This is an optimization exercise on Yosys and OpenROAD, whose aim is small area, not a production implementation. RTL that was checked went through simulation tests only; none was proved equivalent to the original. The clock port is modelled as an ideal driver, which makes a skipped or thinned clock tree look cheaper than it is; a real chip needs a root buffer or a tree. Power and IR drop assume default switching activity.

==> inputs of job 9378 <==
==> flow/design.v <==
module contador_ms (
    input logic clk, rst, pulse_in,
    input logic read_time,
    output logic ready, done_tick,
    output logic [19:0] count,
    output logic [5:0] time_ms,
    output logic [5:0] last_time_ms
);
logic rdy, dn, p;
logic [19:0] c;
logic [5:0] q, tm, lt;
logic [11:0] r;
wire cnt = !rdy && !dn;
wire start = rdy && pulse_in && !p;
wire inc = cnt && pulse_in;
wire tick = inc && (c[3:0] == 4'hf);
always_ff @(posedge clk, posedge rst) begin
    if (rst) begin
        rdy <= 1'b1; dn <= 1'b0; p <= 1'b0; c <= '0; tm <= '0; lt <= '0;
    end else begin
        p <= pulse_in;
        if (start) begin rdy <= 1'b0; c <= '0; end
        if (cnt) begin
            if (pulse_in) c <= c + 20'd1;
            else dn <= 1'b1;
        end
        if (dn) begin
            dn <= 1'b0; rdy <= 1'b1; tm <= q;
            if (read_time) lt <= q;
        end
    end
end
always_ff @(posedge clk) begin
    if (rdy) begin q <= '0; r <= '0; end
    else if (tick) begin
        if (r == 12'd3124) begin r <= '0; q <= q + 6'd1; end
        else r <= r + 12'd1;
    end
end
assign ready = rdy;
assign done_tick = dn;
assign count = c;
assign time_ms = tm;
assign last_time_ms = lt;
endmodule
==> flow/run.sh <==
#!/bin/bash
# synth_recipe.tcl (not shown) runs the flow's synth.tcl, then flattens the netlist and writes it again
# the make line also repeats each setting of config.mk as NAME=value (left out here)
make -C /OpenROAD-flow-scripts/flow DESIGN_CONFIG=/design/flow/config.mk WORK_HOME=/design/flow/orfs CLKGATE_MAP_FILE= SYNTH_SCRIPT=/design/flow/synth_recipe.tcl finish
==> flow/config.mk <==
export PLATFORM = sky130hd
export DESIGN_NAME = contador_ms
export DESIGN_NICKNAME = contador_ms
export VERILOG_FILES = /design/flow/design.v
export SDC_FILE = /design/flow/constraint.sdc
export NUM_CORES = 4
export LEC_CHECK = 0
export CAP_MARGIN = 20
export CORE_MARGIN = 2
export CORE_UTILIZATION = 40
export SLEW_MARGIN = 20
==> flow/constraint.sdc <==
create_clock -name core_clock -period 25.0 [get_ports {clk}]
set_input_delay 5.0000 -clock core_clock [delete_from_list [all_inputs] [get_ports {clk}]]
set_output_delay 5.0000 -clock core_clock [all_outputs]
set_load 0.01 [all_outputs]
==> job 9521: changes against job 9378 <==
==> flow/design.v, changed modules only <==
module contador_ms (
    input logic clk, rst, pulse_in,
    input logic read_time,
    output logic ready, done_tick,
    output logic [19:0] count,
    output logic [5:0] time_ms,
    output logic [5:0] last_time_ms
);
logic x, y;
logic [19:0] c;
logic [5:0] q, tm, lt;
wire dn = !x && !y;
wire start = x && !y && pulse_in;
wire inc = !x && y && pulse_in;
always_ff @(posedge clk, posedge rst) begin
    if (rst) begin
        x <= 1'b1; y <= 1'b0; c <= '0; tm <= '0; lt <= '0;
    end else begin
        y <= pulse_in;
        if (!y) x <= !(x && pulse_in);
        if (start) c <= '0;
        else if (inc) c <= c + 20'd1;
        if (dn) begin
            tm <= q;
            if (read_time) lt <= q;
        end
    end
end
assign ready = x;
assign done_tick = dn;
assign count = c;
assign time_ms = tm;
assign last_time_ms = lt;
localparam logic [11:0] TERM = 12'd1702;
localparam logic [11:0] MASK = 12'd3839;
logic [11:0] r;
wire rterm = (r & MASK) == (TERM & MASK);
wire reload = x || rterm;
always_ff @(posedge clk) begin
    if (reload) r <= '0;
    else r <= {~r[10:0], ~(r[0] ^ r[11])};
    if (x) q <= '0;
    else if (inc && (c[3:0] == 4'hf) && rterm) q <= q + 6'd1;
end
endmodule
==> flow/flow/run.sh (new file) <==
#!/bin/bash
# The standard ORFS layout (the standard.sh) with these changes:
# - synthesis maps the logic with an area-oriented ABC script (flow/abc_area.script);
#   everything else in synthesis is the standard script (see flow/my_synth.tcl);
# - port buffers are the smallest buffer, buf_1;
# - the clock tree is a flat tree of a few buffers fed by the clock port
#   (flow/pre_cts.tcl, flow/manual_cts.tcl).
# Each make step's log is in orfs/logs/; make's own output goes to flow_make.log.
set -euo pipefail
here=$(pwd)
export MY_FLOW_DIR=$here/flow
export MY_ABC_SCRIPT=$here/flow/abc_area.script
export BUFFER_PORTS_ARGS="-buffer_cell sky130_fd_sc_hd__buf_1"
export PRE_CTS_TCL=$here/flow/pre_cts.tcl
sed "s#SYNTH_SCRIPT=[^ ]*#SYNTH_SCRIPT=$here/flow/my_synth.tcl#" standard.sh > my_standard.sh
bash my_standard.sh finish > flow_make.log 2>&1
==> flow/flow/abc_area.script (new file) <==
strash
&get -n
&deepsyn -T 20
&put
&get -n
&dch -f
&nf -a -R 1000
&put
dnsize -c
==> flow/flow/manual_cts.tcl (new file) <==
# Clock tree of k buffers, each driving one group of clock sinks, all fed
# from the clock port. Groups come from a few rounds of k-means on the
# sink locations; each buffer starts at its group's centre.
proc manual_cts { master_name k } {
  set block [ord::get_db_block]
  set master [[ord::get_db] findMaster $master_name]
  set port_net [[$block findBTerm clk] getNet]
  $port_net setSigType CLOCK
  set sinks {}
  foreach it [$port_net getITerms] {
    set loc [[$it getInst] getLocation]
    lappend sinks [list $it [lindex $loc 0] [lindex $loc 1]]
  }
  set sinks [lsort -real -index 1 $sinks]
  set n [llength $sinks]
  # initial centres: spread along x
  set cx {}; set cy {}
  for {set g 0} {$g < $k} {incr g} {
    set s [lindex $sinks [expr {int(($g + 0.5) * $n / $k)}]]
    lappend cx [lindex $s 1]; lappend cy [lindex $s 2]
  }
  for {set iter 0} {$iter < 20} {incr iter} {
    set assign {}
    foreach s $sinks {
      set best 0; set bd 1e18
      for {set g 0} {$g < $k} {incr g} {
        set d [expr {abs([lindex $s 1] - [lindex $cx $g]) + abs([lindex $s 2] - [lindex $cy $g])}]
        if {$d < $bd} { set bd $d; set best $g }
      }
      lappend assign $best
    }
    set nx {}; set ny {}
    for {set g 0} {$g < $k} {incr g} {
      set sx 0; set sy 0; set m 0
      foreach s $sinks a $assign {
        if {$a == $g} { set sx [expr {$sx + [lindex $s 1]}]; set sy [expr {$sy + [lindex $s 2]}]; incr m }
      }
      if {$m > 0} { lappend nx [expr {$sx / $m}]; lappend ny [expr {$sy / $m}] } else { lappend nx [lindex $cx $g]; lappend ny [lindex $cy $g] }
    }
    set cx $nx; set cy $ny
  }
  for {set g 0} {$g < $k} {incr g} {
    set inst [odb::dbInst_create $block $master clkbuf_$g]
    set net [odb::dbNet_create $block clknet_$g]
    $net setSigType CLOCK
    set m 0
    foreach s $sinks a $assign {
      if {$a == $g} { set it [lindex $s 0]; $it disconnect; $it connect $net; incr m }
    }
    [$inst findITerm A] connect $port_net
    [$inst findITerm X] connect $net
    $inst setLocation [expr {int([lindex $cx $g])}] [expr {int([lindex $cy $g])}]
    $inst setPlacementStatus PLACED
    puts "manual_cts: clkbuf_$g ($master_name) drives $m sinks"
  }
}
==> flow/flow/my_synth.tcl (new file) <==
proc synth {args} { yosys synth -nofsm -noshare {*}$args }
# Map with our own ABC script (area oriented); everything else is the standard synthesis.
proc abc {args} {
  set i [lsearch -exact $args -script]
  if {$i >= 0} { lset args [expr {$i + 1}] $::env(MY_ABC_SCRIPT) }
  yosys abc {*}$args
}
source $::env(SCRIPTS_DIR)/synth.tcl
# left out here: clear keep_hierarchy, flatten, clean up, hide names made inside functions, write 1_2_yosys.v
==> flow/flow/pre_cts.tcl (new file) <==
# Sourced by ORFS's cts.tcl (PRE_CTS_TCL) just before clock_tree_synthesis.
# Replace clock tree synthesis with a flat tree: the clock port drives
# 3 sky130_fd_sc_hd__clkbuf_8 buffers, each driving one cluster of registers.
source $::env(MY_FLOW_DIR)/manual_cts.tcl
proc clock_tree_synthesis {args} { manual_cts sky130_fd_sc_hd__clkbuf_8 3 }
==> flow/standard.sh (new file) <==
#!/bin/bash
# synth_recipe.tcl (not shown) runs the flow's synth.tcl, then flattens the netlist and writes it again
# the make line also repeats each setting of config.mk as NAME=value (left out here)
make -C /OpenROAD-flow-scripts/flow DESIGN_CONFIG=/design/flow/config.mk WORK_HOME=/design/flow/orfs CLKGATE_MAP_FILE= SYNTH_SCRIPT=/design/flow/synth_recipe.tcl "${@:-finish}"
removed: flow/run.sh
==> job 4304: changes against job 9378 <==
==> flow/design.v, changed modules only <==
module contador_ms (
    input logic clk, rst, pulse_in,
    input logic read_time,
    output logic ready, done_tick,
    output logic [19:0] count,
    output logic [5:0] time_ms,
    output logic [5:0] last_time_ms
);
logic x, y;
logic [19:0] c;
logic [5:0] q, tm, lt;
wire dn = !x && !y;
wire start = x && !y && pulse_in;
wire inc = !x && y && pulse_in;
always_ff @(posedge clk, posedge rst) begin
    if (rst) begin
        x <= 1'b1; y <= 1'b0; c <= '0; tm <= '0; lt <= '0;
    end else begin
        y <= pulse_in;
        if (!y) x <= !(x && pulse_in);
        if (start) c <= '0;
        else if (inc) c <= c + 20'd1;
        if (dn) begin
            tm <= q;
            if (read_time) lt <= q;
        end
    end
end
assign ready = x;
assign done_tick = dn;
assign count = c;
assign time_ms = tm;
assign last_time_ms = lt;
logic [15:0] r;
wire wrap = (r == 16'd33928);
always_ff @(posedge clk) begin
    if (x || wrap) r <= '0;
    else r <= {r[14:0], ~(r[15] ^ r[2])};
    if (x) q <= '0;
    else if (inc && wrap) q <= q + 6'd1;
end
endmodule
==> flow/flow/run.sh (new file) <==
#!/bin/bash
# Standard ORFS layout with two changes: port buffers use the smallest
# buffer (buf_1) instead of the default pick, and CTS uses no dummy loads.
set -euo pipefail
export BUFFER_PORTS_ARGS="-buffer_cell sky130_fd_sc_hd__buf_1"
export CTS_ARGS="-sink_clustering_enable -repair_clock_nets -dont_use_dummy_load"
bash standard.sh finish > standard_flow.log 2>&1
==> flow/standard.sh (new file) <==
#!/bin/bash
# synth_recipe.tcl (not shown) runs the flow's synth.tcl, then flattens the netlist and writes it again
# the make line also repeats each setting of config.mk as NAME=value (left out here)
make -C /OpenROAD-flow-scripts/flow DESIGN_CONFIG=/design/flow/config.mk WORK_HOME=/design/flow/orfs CLKGATE_MAP_FILE= SYNTH_SCRIPT=/design/flow/synth_recipe.tcl "${@:-finish}"
removed: flow/run.sh
==> job 1646: changes against job 9378 <==
==> flow/design.v, changed modules only <==
module contador_ms (
    input logic clk, rst, pulse_in,
    input logic read_time,
    output logic ready, done_tick,
    output logic [19:0] count,
    output logic [5:0] time_ms,
    output logic [5:0] last_time_ms
);
logic x, y;
logic [19:0] c;
logic [5:0] q, tm, lt;
wire dn = !x && !y;
wire start = x && !y && pulse_in;
wire inc = !x && y && pulse_in;
always_ff @(posedge clk, posedge rst) begin
    if (rst) begin
        x <= 1'b1; y <= 1'b0; c <= '0; tm <= '0; lt <= '0;
    end else begin
        y <= pulse_in;
        if (!y) x <= !(x && pulse_in);
        if (start) c <= '0;
        else if (inc) c <= c + 20'd1;
        if (dn) begin
            tm <= q;
            if (read_time) lt <= q;
        end
    end
end
assign ready = x;
assign done_tick = dn;
assign count = c;
assign time_ms = tm;
assign last_time_ms = lt;
logic [15:0] r;
wire wrap = (r == 16'd33928);
always_ff @(posedge clk) begin
    if (x || wrap) r <= '0;
    else r <= {r[14:0], ~(r[15] ^ r[2])};
    if (x) q <= '0;
    else if (inc && wrap) q <= q + 6'd1;
end
endmodule
==> comparison table <==
| metric | job 4304 | job 1646 | job 9378 | job 9521 |
|---|---|---|---|---|
| Status | no timing/DRC/antenna violations | no timing/DRC/antenna violations | no timing/DRC/antenna violations | no timing/DRC/antenna violations |
| Power share of the combinational group | 4.9% | 5.8% | 16.7% | 7.6% |
| Worst slack after detailed placement | 18.12 ns | 17.72 ns | 17.58 ns | 16.90 ns |
| Adder and majority cell fraction of the synthesized area | 1.10% | 1.10% | 1.99% | 1.29% |
| Overall power | 145 µW | 152 µW | 182 µW | 133 µW |
| Number of DRC violations after detailed-routing iteration 0 | 85 | 123 | 121 | 63 |
| Library cell with the highest instance count after synthesis | sky130_fd_sc_hd__dfrtp_1 | sky130_fd_sc_hd__dfrtp_1 | - | sky130_fd_sc_hd__dfrtp_1 |
| Portion of total power attributed to sequential cells | 64.1% | 61.4% | 56.3% | 69.0% |
| Area of the multi-input gates | 926 µm² | 926 µm² | 1200 µm² | 706 µm² |
| Critical path's largest stage delay | 0.74 ns | 0.66 ns | 0.75 ns | 0.67 ns |
| Post-DR wirelength/cell | 14.0 µm | 14.3 µm | 14.2 µm | 13.0 µm |
| Critical path destination | c[19] | done_tick | r[7] | c[19] |
| Share of flip-flops with an asynchronous set or reset after synthesis | 60.7% | 60.7% | 66.0% | 65.4% |
| Arrival @ worst endpoint | 6.82 ns | 2.00 ns | 7.22 ns | 7.93 ns |
| Slew @ Worst Pin | 0.843 ns | 0.833 ns | 0.856 ns | 0.872 ns |
| Part of the cycle the worst path needs | 26.4% | 28.0% | 28.2% | 31.6% |
| Non-clock buffer area fraction after layout | 5.75% | 13.5% | 12.5% | - |
| Net switching component of the power | 33.4 µW | 36.4 µW | 58.2 µW | 30.1 µW |
| Share of cells above drive strength 1 | 9.17% | 10.3% | 8.77% | 2.36% |
| Die width | 79.4 µm | 79.4 µm | 83.4 µm | 73.6 µm |
| Reg2Reg Depth | 4 | 4 | 4 | 13 |
| Number of buffers created by CTS | 5 | 5 | 5 | - |
| Area of all placed cells without fillers | 2550 µm² | 2800 µm² | 3030 µm² | 2190 µm² |
| Clock buffer count in the final layout | 5 | 5 | 5 | - |
| H-tree depth | 2 | 2 | 2 | - |
No functional check of the RTL was part of job 4304 and job 1646. The clock cells of job 9521 come from the design's own scripts or RTL, not from TritonCTS.

## re-timing with driven ports
In the flow no input, the clock included, has a driving cell. The finished layouts below were timed again as built, in two steps. Step 1, drivers: a clkbuf_16 drives clk and a buf_2 each remaining input, both assumed. Step 2, shift: input delay + t, output delay - t, t = (earliest + latest rising clock arrival at the registers) / 2. This alone moves slack from input paths to output paths. Slacks: no drivers / after step 1 / after step 2; pairs: no drivers / after step 1.
run | shift t [ns] | setup slack, ns | cell pins on the clock port's net
job 9378 | 0.335 | 17.947 / 17.944 / 17.609 | 1
job 9521 | 0.207 | 17.094 / 17.106 / 16.899 | 3
job 4304 | 0.327 | 18.411 / 18.418 / 18.091 | 1
job 1646 | 0.330 | 18.002 / 17.975 / 17.733 | 1
After both steps every run listed still meets setup and hold. The setup slack of job 9378, which loses most, moves by -0.003 ns with the drivers and by -0.338 ns with both steps.
